This design comes from an exercise in tuning for small area, a short achievable clock period and few clock cycles on the open sky130 flow, not from production work.
Only simulation tests tie the RTL to the original design; equivalence was not proved.
Power is estimated from default activity; no workload was simulated.

==> run Y: inputs <==
==> flow/design.v <==
module y86_pipe(input wire clk,
	input wire rst,
	output wire [63:0] imem_addr,
	input wire [79:0] imem_data,
	output wire [63:0] dmem_addr,
	output wire [63:0] dmem_wdata,
	output wire dmem_wen,
	input wire [63:0] dmem_rdata,
	output wire [1:0] stat);
	reg [9:0] pc;           
	reg pc_bad;             
	reg [2:0] cc;           
	reg [1:0] stop_stat;    
	reg [63:0] rf [0:14];
	reg [10:0] ras0, ras1;  
	reg a_v;                
	reg [1:0] a_fstat;      
	reg [9:0] a_pc;         
	reg a_pcbad;
	reg [1:0] a_alu;        
	reg a_ofm;              
	reg a_setcc;
	reg a_cmov;
	reg [3:0] a_ifun;
	reg a_jp;               
	reg [10:0] a_valP;      
	reg a_rd, a_wr;         
	reg a_aB;               
	reg a_ret;
	reg [3:0] a_wdst;       
	reg a_wM;
	reg a_rspE;             
	reg [1:0] a_sA, a_sB, a_sD;  
	reg [63:0] a_opA, a_opB, a_data;
	reg m_v;
	reg [1:0] m_fstat;
	reg m_merr;             
	reg m_rd, m_wr;
	reg m_ret;
	reg [9:0] m_addr;
	reg [3:0] m_wdst;
	reg m_wM;
	reg m_rspE;
	reg [63:0] m_valE, m_data;
	wire [1:0] m_code = (m_fstat != 2'd0) ? m_fstat : m_merr ? 2'd2 : 2'd0;
	wire stopping = m_v & (m_code != 2'd0);
	wire halted = stop_stat != 2'd0;
	assign dmem_addr = {54'd0, m_addr};
	assign dmem_wdata = m_data;
	assign dmem_wen = m_v & m_wr & ~m_merr;
	assign stat = stop_stat | (m_v ? m_code : 2'd0);
	wire [63:0] w = m_wM ? dmem_rdata : m_valE;
	wire [3:0] wdst = m_v ? m_wdst : 4'hf;
	wire rspE = m_v & m_rspE;
	always @(posedge clk) begin
		if (wdst != 4'hf && wdst != 4'd4)
			rf[wdst] <= w;
		if (wdst == 4'd4)
			rf[4] <= w;
		else if (rspE)
			rf[4] <= m_valE;
	end
	wire ret_miss = m_v & m_ret & ((dmem_rdata[63:10] != 54'd0) | (dmem_rdata[9:0] != a_pc) | a_pcbad);
	always @(posedge clk) begin
		if (rst)
			stop_stat <= 2'd0;
		else
			stop_stat <= stat;
	end
	wire [63:0] inv = {64{a_alu == 2'd1}};
	wire [63:0] opA = (a_sA == 2'd1) ? (m_valE ^ inv) : (a_sA == 2'd2) ? (dmem_rdata ^ inv) : a_opA;
	wire [63:0] opB = (a_sB == 2'd1) ? m_valE : (a_sB == 2'd2) ? dmem_rdata : a_opB;
	wire [63:0] data = (a_sD == 2'd1) ? m_valE : (a_sD == 2'd2) ? dmem_rdata : a_data;
	wire [64:0] sum_c = {opB, 1'b1} + {opA, a_alu == 2'd1};
	wire [63:0] sum = sum_c[64:1];
	wire [63:0] ax = opB ^ opA;
	wire [63:0] ao = opB | opA;
	wire [63:0] valE = (a_alu == 2'd2) ? (opB & opA) : (a_alu == 2'd3) ? ax : sum;
	wire sum_zero = (&(ax[63:1] ~^ ao[62:0])) & (ax[0] == (a_alu == 2'd1));
	wire alu_zero = (a_alu == 2'd2) ? ((opB & opA) == 64'd0) :
		(a_alu == 2'd3) ? (ax == 64'd0) : sum_zero;
	wire [2:0] nw_cc = {alu_zero, valE[63],
		a_ofm & (opA[63] == opB[63]) & (sum[63] != opB[63])};
	function cond(input [3:0] fn, input [2:0] c);
		cond = (fn == 4'h0) |
			(fn == 4'h1 & ((c[1] ^ c[0]) | c[2])) |
			(fn == 4'h2 & (c[1] ^ c[0])) |
			(fn == 4'h3 & c[2]) |
			(fn == 4'h4 & ~c[2]) |
			(fn == 4'h5 & ~(c[1] ^ c[0])) |
			(fn == 4'h6 & (~(c[1] ^ c[0]) & ~c[2]));
	endfunction
	wire a_cnd = cond(a_ifun, cc);
	wire [63:0] disp = a_aB ? 64'd0 : a_opA;
	wire [10:0] addr_c = {1'b0, opB[9:0]} + {1'b0, disp[9:0]};
	wire [53:0] hx = opB[63:10] ^ disp[63:10];
	wire [53:0] ho = opB[63:10] | disp[63:10];
	wire hi_zero = (&(hx[53:1] ~^ ho[52:0])) & (hx[0] == addr_c[10]);
	wire a_merr = ~hi_zero | (addr_c[9:3] == 7'h7f && addr_c[2:0] != 3'd0);
	wire jmis = a_v & a_jp & ~a_cnd;
	wire a_go = a_v & ~ret_miss & ~stopping & ~halted;
	always @(posedge clk) begin
		if (rst)
			cc <= 3'b100;
		else if (a_go & a_setcc)
			cc <= nw_cc;
	end
	always @(posedge clk) begin
		m_v <= ~rst & a_go;
		m_fstat <= a_fstat;
		m_merr <= (a_rd | a_wr) & a_merr;
		m_rd <= a_rd;
		m_wr <= a_wr;
		m_ret <= a_ret;
		m_addr <= addr_c[9:0];
		m_wdst <= (a_cmov & ~a_cnd) ? 4'hf : a_wdst;
		m_wM <= a_wM;
		m_rspE <= a_rspE;
		m_valE <= valE;
		m_data <= data;
	end
	wire [3:0] icode = imem_data[7:4];
	wire [3:0] ifun = imem_data[3:0];
	wire [3:0] rA = imem_data[15:12];
	wire [3:0] rB = imem_data[11:8];
	wire ok = ~pc_bad;
	wire i_halt = icode == 4'h0;
	wire i_cmov = icode == 4'h2;
	wire i_irmov = icode == 4'h3;
	wire i_rmmov = icode == 4'h4;
	wire i_mrmov = icode == 4'h5;
	wire i_op = icode == 4'h6;
	wire i_jxx = icode == 4'h7;
	wire i_call = icode == 4'h8;
	wire i_ret = icode == 4'h9;
	wire i_push = icode == 4'hA;
	wire i_pop = icode == 4'hB;
	wire i_bad = icode > 4'hb;
	wire stk = i_push | i_pop | i_call | i_ret;
	wire need_reg = i_cmov | i_irmov | i_rmmov | i_mrmov | i_op | i_push | i_pop;
	wire need_valC = i_irmov | i_rmmov | i_mrmov | i_jxx | i_call;
	wire [63:0] valC = need_reg ? imem_data[79:16] : imem_data[71:8];
	wire [10:0] valP = {1'b0, pc} + {7'd0, need_valC, 1'b0, need_reg, ~need_reg};
	wire [1:0] d_fstat = pc_bad ? 2'd2 : i_bad ? 2'd3 : i_halt ? 2'd1 : 2'd0;
	wire i_sub = i_op & (ifun == 4'd1);
	function [63:0] rdreg(input [3:0] r);
		case (r)
			4'd0: rdreg = rf[0];
			4'd1: rdreg = rf[1];
			4'd2: rdreg = rf[2];
			4'd3: rdreg = rf[3];
			4'd4: rdreg = rf[4];
			4'd5: rdreg = rf[5];
			4'd6: rdreg = rf[6];
			4'd7: rdreg = rf[7];
			4'd8: rdreg = rf[8];
			4'd9: rdreg = rf[9];
			4'd10: rdreg = rf[10];
			4'd11: rdreg = rf[11];
			4'd12: rdreg = rf[12];
			4'd13: rdreg = rf[13];
			4'd14: rdreg = rf[14];
			default: rdreg = 64'd0;
		endcase
	endfunction
	wire [3:0] a_wd = (a_v & ~(a_cmov & ~a_cnd)) ? a_wdst : 4'hf;
	wire a_rE = a_v & a_rspE;
	function [1:0] pend(input [3:0] r);
		pend = (r != 4'hf && r == a_wd) ? (a_wM ? 2'd2 : 2'd1) :
			(r == 4'd4 && a_rE) ? 2'd1 : 2'd0;
	endfunction
	wire [1:0] pA = pend(rA);
	wire [1:0] pB = pend(rB);
	wire [1:0] pS = pend(4'd4);
	wire [63:0] rdA = (rA != 4'hf && rA == wdst) ? w : (rA == 4'd4 && rspE) ? m_valE : rdreg(rA);
	wire [63:0] rdB = (rB != 4'hf && rB == wdst) ? w : (rB == 4'd4 && rspE) ? m_valE : rdreg(rB);
	wire [63:0] rsp = (wdst == 4'd4) ? w : rspE ? m_valE : rf[4];
	wire cc_busy = a_v & a_setcc;
	wire d_cnd = cond(ifun, cc);
	wire d_jp = i_jxx & cc_busy;
	wire d_take = i_call | (i_jxx & (cc_busy | d_cnd));
	wire d_go = ~jmis & ~ret_miss & ~stopping & ~halted;
	always @(posedge clk) begin
		if (rst) begin
			pc <= 10'd0;
			pc_bad <= 1'b0;
		end else if (ret_miss) begin
			pc <= dmem_rdata[9:0];
			pc_bad <= dmem_rdata[63:10] != 54'd0;
		end else if (jmis) begin
			pc <= a_valP[9:0];
			pc_bad <= a_valP[10];
		end else if (d_take) begin
			pc <= valC[9:0];
			pc_bad <= valC[63:10] != 54'd0;
		end else if (i_ret) begin
			pc <= ras0[9:0];
			pc_bad <= ras0[10];
		end else begin
			pc <= valP[9:0];
			pc_bad <= valP[10];
		end
	end
	always @(posedge clk) begin
		if (d_go & ok & i_call) begin
			ras0 <= valP;
			ras1 <= ras0;
		end else if (d_go & ok & i_ret) begin
			ras0 <= ras1;
		end
	end
	always @(posedge clk) begin
		a_v <= ~rst & d_go;
		a_fstat <= d_fstat;
		a_pc <= pc;
		a_pcbad <= pc_bad;
		a_alu <= (ok & i_op & ifun == 4'd1) ? 2'd1 :
			(ok & i_op & ifun == 4'd2) ? 2'd2 :
			(ok & i_op & ifun == 4'd3) ? 2'd3 : 2'd0;
		a_ofm <= ok & i_op & (ifun == 4'd0 || ifun == 4'd1);
		a_setcc <= ok & i_op;
		a_cmov <= i_cmov;
		a_ifun <= ifun;
		a_jp <= ok & d_jp;
		a_valP <= valP;
		a_rd <= ok & (i_mrmov | i_pop | i_ret);
		a_wr <= ok & (i_rmmov | i_push | i_call);
		a_aB <= i_pop | i_ret;
		a_ret <= ok & i_ret;
		a_wdst <= ~ok ? 4'hf : (i_cmov | i_irmov | i_op) ? rB : (i_mrmov | i_pop) ? rA : 4'hf;
		a_wM <= i_mrmov | i_pop;
		a_rspE <= ok & stk;
		a_sA <= (i_cmov | i_op) ? pA : 2'd0;
		a_sB <= (i_op | i_rmmov | i_mrmov) ? pB : stk ? pS : 2'd0;
		a_sD <= (i_rmmov | i_push) ? pA : 2'd0;
		a_opA <= i_sub ? ~rdA : (i_cmov | i_op) ? rdA :
			(i_irmov | i_rmmov | i_mrmov) ? valC :
			(i_push | i_call) ? -64'd8 :
			(i_pop | i_ret) ? 64'd8 : 64'd0;
		a_opB <= (i_op | i_rmmov | i_mrmov) ? rdB : stk ? rsp : 64'd0;
		a_data <= i_call ? {53'd0, valP} : rdA;
	end
	assign imem_addr = {54'd0, pc};
endmodule
==> flow/run.sh <==
#!/bin/bash
# synth_recipe.tcl (not shown) runs the flow's synth.tcl, then flattens the netlist and writes it again
# the make line also repeats each setting of config.mk as NAME=value (left out here)
make -C /OpenROAD-flow-scripts/flow DESIGN_CONFIG=/design/flow/config.mk WORK_HOME=/design/flow/orfs CLKGATE_MAP_FILE= SYNTH_SCRIPT=/design/flow/synth_recipe.tcl finish
==> flow/config.mk <==
export PLATFORM = sky130hd
export DESIGN_NAME = y86_pipe
export DESIGN_NICKNAME = y86_pipe
export VERILOG_FILES = /design/flow/design.v
export SDC_FILE = /design/flow/constraint.sdc
export NUM_CORES = 4
export LEC_CHECK = 0
export ABC_CLOCK_PERIOD_IN_PS = 2500
export CAP_MARGIN = 20
export CORE_MARGIN = 2
export CORE_UTILIZATION = 40
export PLACE_DENSITY = 0.6
export SETUP_SLACK_MARGIN = 5
export SLEW_MARGIN = 20
==> flow/constraint.sdc <==
create_clock -name core_clock -period 9.0 [get_ports {clk}]
set_input_delay 1.8000 -clock core_clock [delete_from_list [all_inputs] [get_ports {clk}]]
set_output_delay 1.8000 -clock core_clock [all_outputs]
set_load 0.01 [all_outputs]
==> run A (differences from run Y) <==
==> flow/design.v, changed modules only <==
module y86_pipe(input wire clk,
	input wire rst,
	output wire [63:0] imem_addr,
	input wire [79:0] imem_data,
	output wire [63:0] dmem_addr,
	output wire [63:0] dmem_wdata,
	output wire dmem_wen,
	input wire [63:0] dmem_rdata,
	output wire [1:0] stat);
	reg [9:0] pc;           
	reg pc_bad;             
	reg [2:0] cc;           
	reg [1:0] stop_stat;    
	reg [63:0] rf [0:14];
	reg [10:0] ras0, ras1;  
	reg a_v;                
	reg [1:0] a_fstat;      
	reg [9:0] a_pc;         
	reg a_pcbad;
	reg [1:0] a_alu;        
	reg a_ofm;              
	reg a_setcc;
	reg a_cmov;
	reg [3:0] a_ifun;
	reg a_jp;               
	reg [10:0] a_valP;      
	reg a_rd, a_wr;         
	reg a_aB;               
	reg a_ret;
	reg [3:0] a_wdst;       
	reg a_wM;
	reg a_rspE;             
	reg [1:0] a_sA, a_sB, a_sD;  
	reg [63:0] a_opA, a_opB, a_data;
	reg m_v;
	reg [1:0] m_fstat;
	reg m_merr;             
	reg m_rd, m_wr;
	reg m_ret;
	reg [9:0] m_addr;
	reg [10:0] m_rsp;       
	reg [14:0] m_fw;        
	reg m_rs;               
	reg m_wM;
	reg m_rspE;
	reg m_setcc;            
	reg m_of;
	reg [63:0] m_val;       
	reg r_miss;             
	reg [9:0] r_pc;         
	reg r_bad;
	wire mv = m_v;
	wire [1:0] m_code = (m_fstat != 2'd0) ? m_fstat : m_merr ? 2'd2 : 2'd0;
	wire stopping = mv & (m_code != 2'd0);
	wire halted = stop_stat != 2'd0;
	assign dmem_addr = {54'd0, m_addr};
	assign dmem_wdata = m_val;
	assign dmem_wen = mv & m_wr & ~m_merr;
	assign stat = stop_stat | (mv ? m_code : 2'd0);
	wire [10:0] rsp_m = m_rsp;
	wire [63:0] m_valE = m_rspE ? {53'd0, rsp_m} : m_val;
	wire [14:0] fw = m_fw & {15{~r_miss}};
	wire rs = m_rs & ~r_miss;
	wire [14:0] m_mk = fw | {10'd0, rs, 4'd0};
	wire [63:0] w = m_wM ? dmem_rdata : m_val;
	wire [2:0] cc_now = (mv & m_setcc) ? {m_val == 64'd0, m_val[63], m_of} : cc;
	always @(posedge clk) begin
		if (rst)
			cc <= 3'b100;
		else
			cc <= cc_now;
	end
	integer i;
	always @(posedge clk) begin
		for (i = 0; i < 15; i = i + 1)
			if (fw[i])
				rf[i] <= w;
			else if (i == 4 && rs)
				rf[i] <= {53'd0, rsp_m};
	end
	wire ret_bad = mv & m_ret & ((dmem_rdata[63:10] != 54'd0) | (dmem_rdata[9:0] != a_pc) | a_pcbad);
	always @(posedge clk) begin
		r_miss <= ~rst & ret_bad;
		r_pc <= dmem_rdata[9:0];
		r_bad <= dmem_rdata[63:10] != 54'd0;
	end
	wire ret_miss = r_miss;
	always @(posedge clk) begin
		if (rst)
			stop_stat <= 2'd0;
		else
			stop_stat <= stat;
	end
	wire [63:0] inv = {64{a_alu == 2'd1}};
	wire [63:0] opA = (a_sA == 2'd1) ? (m_valE ^ inv) : (a_sA == 2'd2) ? (dmem_rdata ^ inv) : a_opA;
	wire [63:0] opB = (a_sB == 2'd1) ? m_valE : (a_sB == 2'd2) ? dmem_rdata : a_opB;
	wire [63:0] data = (a_sD == 2'd1) ? m_valE : (a_sD == 2'd2) ? dmem_rdata : a_data;
	wire [64:0] sum_c = {opB, 1'b1} + {opA, a_alu == 2'd1};
	wire [63:0] sum = sum_c[64:1];
	wire [63:0] ax = opB ^ opA;
	wire [63:0] valE = (a_alu == 2'd2) ? (opB & opA) : (a_alu == 2'd3) ? ax : sum;
	wire a_of = a_ofm & (opA[63] == opB[63]) & (sum[63] != opB[63]);
	function cond(input [3:0] fn, input [2:0] c);
		cond = (fn == 4'h0) |
			(fn == 4'h1 & ((c[1] ^ c[0]) | c[2])) |
			(fn == 4'h2 & (c[1] ^ c[0])) |
			(fn == 4'h3 & c[2]) |
			(fn == 4'h4 & ~c[2]) |
			(fn == 4'h5 & ~(c[1] ^ c[0])) |
			(fn == 4'h6 & (~(c[1] ^ c[0]) & ~c[2]));
	endfunction
	wire a_cnd = cond(a_ifun, cc_now);
	wire [63:0] disp = a_aB ? 64'd0 : a_opA;
	wire [10:0] addr_c = {1'b0, opB[9:0]} + {1'b0, disp[9:0]};
	wire [53:0] hx = opB[63:10] ^ disp[63:10];
	wire [53:0] ho = opB[63:10] | disp[63:10];
	wire hi_zero = (&(hx[53:1] ~^ ho[52:0])) & (hx[0] == addr_c[10]);
	wire a_merr = ~hi_zero | (addr_c[9:3] == 7'h7f && addr_c[2:0] != 3'd0);
	wire jmis = a_v & a_jp & ~a_cnd;
	wire a_go = a_v & ~ret_miss & ~stopping & ~halted;
	always @(posedge clk) begin
		m_v <= ~rst & a_go & ~ret_bad;
		m_fstat <= a_fstat;
		m_merr <= (a_rd | a_wr) & a_merr;
		m_rd <= a_rd;
		m_wr <= a_wr;
		m_ret <= a_ret;
		m_addr <= addr_c[9:0];
		m_rsp <= {1'b0, addr_c[9:0]} + {7'd0, a_aB, 3'd0};
		for (i = 0; i < 15; i = i + 1)
			m_fw[i] <= ~rst & a_go & ~(a_cmov & ~a_cnd) & (a_wdst == i);
		m_rs <= ~rst & a_go & a_rspE & ~(a_wdst == 4'd4 & ~(a_cmov & ~a_cnd));
		m_wM <= a_wM;
		m_rspE <= a_rspE;
		m_setcc <= a_setcc;
		m_of <= a_of;
		m_val <= a_wr ? data : valE;
	end
	wire [3:0] icode = imem_data[7:4];
	wire [3:0] ifun = imem_data[3:0];
	wire [3:0] rA = imem_data[15:12];
	wire [3:0] rB = imem_data[11:8];
	wire ok = ~pc_bad;
	wire i_halt = icode == 4'h0;
	wire i_cmov = icode == 4'h2;
	wire i_irmov = icode == 4'h3;
	wire i_rmmov = icode == 4'h4;
	wire i_mrmov = icode == 4'h5;
	wire i_op = icode == 4'h6;
	wire i_jxx = icode == 4'h7;
	wire i_call = icode == 4'h8;
	wire i_ret = icode == 4'h9;
	wire i_push = icode == 4'hA;
	wire i_pop = icode == 4'hB;
	wire i_bad = icode > 4'hb;
	wire stk = i_push | i_pop | i_call | i_ret;
	wire need_reg = i_cmov | i_irmov | i_rmmov | i_mrmov | i_op | i_push | i_pop;
	wire need_valC = i_irmov | i_rmmov | i_mrmov | i_jxx | i_call;
	wire [63:0] valC = need_reg ? imem_data[79:16] : imem_data[71:8];
	wire [10:0] pc1 = {1'b0, pc} + 11'd1;
	wire [10:0] pc2 = {1'b0, pc} + 11'd2;
	wire [10:0] pc9 = {1'b0, pc} + 11'd9;
	wire [10:0] pc10 = {1'b0, pc} + 11'd10;
	wire [10:0] valP = need_valC ? (need_reg ? pc10 : pc9) : (need_reg ? pc2 : pc1);
	wire [1:0] d_fstat = pc_bad ? 2'd2 : i_bad ? 2'd3 : i_halt ? 2'd1 : 2'd0;
	wire [3:0] a_wd = (a_v & ~(a_cmov & ~a_cnd)) ? a_wdst : 4'hf;
	wire a_rE = a_v & a_rspE;
	function [1:0] pend(input [3:0] r);
		pend = (r != 4'hf && r == a_wd) ? (a_wM ? 2'd2 : 2'd1) :
			(r == 4'd4 && a_rE) ? 2'd1 : 2'd0;
	endfunction
	wire [1:0] pA = pend(rA);
	wire [1:0] pB = pend(rB);
	wire [1:0] pS = pend(4'd4);
	function [63:0] rdreg(input [3:0] r);
		reg [63:0] v;
		integer k;
		begin
			v = 64'd0;
			for (k = 0; k < 15; k = k + 1)
				v = v | ({64{r == k && !m_mk[k]}} & rf[k]);
			v = v | ({64{r != 4'hf && fw[r]}} & w);
			v = v | ({64{r == 4'd4 && rs}} & {53'd0, rsp_m});
			rdreg = v;
		end
	endfunction
	wire [63:0] rdA = rdreg(rA);
	wire [63:0] rdB = rdreg(rB);
	wire [63:0] rsp = fw[4] ? w : rs ? {53'd0, rsp_m} : rf[4];
	wire cc_busy = a_v & a_setcc;
	wire d_cnd = cond(ifun, cc_now);
	wire d_jp = i_jxx & cc_busy;
	wire d_take = i_call | (i_jxx & (cc_busy | d_cnd));
	wire d_go = ~jmis & ~ret_miss & ~stopping & ~halted;
	always @(posedge clk) begin
		if (rst) begin
			pc <= 10'd0;
			pc_bad <= 1'b0;
		end else if (ret_miss) begin
			pc <= r_pc;
			pc_bad <= r_bad;
		end else if (jmis) begin
			pc <= a_valP[9:0];
			pc_bad <= a_valP[10];
		end else if (d_take) begin
			pc <= valC[9:0];
			pc_bad <= valC[63:10] != 54'd0;
		end else if (i_ret) begin
			pc <= ras0[9:0];
			pc_bad <= ras0[10];
		end else begin
			pc <= valP[9:0];
			pc_bad <= valP[10];
		end
	end
	always @(posedge clk) begin
		if (d_go & ok & i_call) begin
			ras0 <= valP;
			ras1 <= ras0;
		end else if (d_go & ok & i_ret) begin
			ras0 <= ras1;
		end
	end
	always @(posedge clk) begin
		a_v <= ~rst & d_go;
		a_fstat <= d_fstat;
		a_pc <= pc;
		a_pcbad <= pc_bad;
		a_alu <= (ok & i_op & ifun == 4'd1) ? 2'd1 :
			(ok & i_op & ifun == 4'd2) ? 2'd2 :
			(ok & i_op & ifun == 4'd3) ? 2'd3 : 2'd0;
		a_ofm <= ok & i_op & (ifun == 4'd0 || ifun == 4'd1);
		a_setcc <= ok & i_op;
		a_cmov <= i_cmov;
		a_ifun <= ifun;
		a_jp <= ok & d_jp;
		a_valP <= valP;
		a_rd <= ok & (i_mrmov | i_pop | i_ret);
		a_wr <= ok & (i_rmmov | i_push | i_call);
		a_aB <= i_pop | i_ret;
		a_ret <= ok & i_ret;
		a_wdst <= ~ok ? 4'hf : (i_cmov | i_irmov | i_op) ? rB : (i_mrmov | i_pop) ? rA : 4'hf;
		a_wM <= i_mrmov | i_pop;
		a_rspE <= ok & stk;
		a_sA <= (i_cmov | i_op) ? pA : 2'd0;
		a_sB <= (i_op | i_rmmov | i_mrmov) ? pB : stk ? pS : 2'd0;
		a_sD <= (i_rmmov | i_push) ? pA : 2'd0;
		a_opA <= (i_op & ifun == 4'd1) ? ~rdA : (i_cmov | i_op) ? rdA :
			(i_irmov | i_rmmov | i_mrmov) ? valC :
			(i_push | i_call) ? -64'd8 :
			(i_pop | i_ret) ? 64'd8 : 64'd0;
		a_opB <= (i_op | i_rmmov | i_mrmov) ? rdB : stk ? rsp : 64'd0;
		a_data <= i_call ? {53'd0, valP} : rdA;
	end
	assign imem_addr = {54'd0, pc};
endmodule
- ABC_CLOCK_PERIOD_IN_PS: 2500 -> unset
- CORE_UTILIZATION: 40 -> 55
- PLACE_DENSITY: 0.6 -> 0.7
- TNS_END_PERCENT: unset -> 10
==> qor summary <==
|  | run Y | run A |
|---|---|---|
| Result of the run | complete, no violations | complete, no violations |
| Data arrival, critical path | 5.07 ns | 5.49 ns |
| Share of power burned in the clock network | 34.6% | 34.4% |
| Count of antenna diodes in the layout | 18 | 5 |
| Routability Congestion | 1.03 | 1.09 |
| Core area | 186000 sq um | 123000 sq um |
| Sequential standard cell area | 37700 sq um | 36500 sq um |
| Maximum ir drop on the vdd rail | 0.000222 V | 0.000200 V |
| DIE AREA | 191000 sq um | 127000 sq um |
| Cts repair resizes | 686 | 389 |
| Post-Synth Adder-Cell Area | 3.30% | 2.48% |
| Reg power frac | 43.0% | 44.6% |
| Fin area | 90100 sq um | 79100 sq um |
Testbench counts of run Y, summed over its fixed seeds: cycles 20,243.
Testbench counts of run A, summed over its fixed seeds: cycles 20,243.

## port drivers added, routing unchanged
The results above use ideal ports. As a check the final layouts listed here were re-extracted and re-timed, cells and wires unchanged.
Step 1, drivers: a clkbuf_16 drives clk and a buf_2 each remaining input, both assumed.
Step 2 also shifts input and output timing later by t, the mid clock arrival at the registers, as if the neighbouring blocks saw the same clock.
a / b / c = ideal / step 1 / step 2; a / b = the first two.
| run | shift t [ns] | setup slack, ns | hold slack, ns | pins driven straight from the clock port |
|---|---|---|---|---|
| run Y | 0.922 | 4.611 / 4.673 / 3.751 | 0.327 / 0.327 / 0.327 | 1 |
| run A | 0.879 | 4.198 / 4.252 / 3.373 | 0.328 / 0.328 / 0.328 | 1 |
After both steps every run listed still meets setup and hold. The setup slack of run Y, which loses most, moves by +0.062 ns with the drivers and by -0.860 ns with both steps.
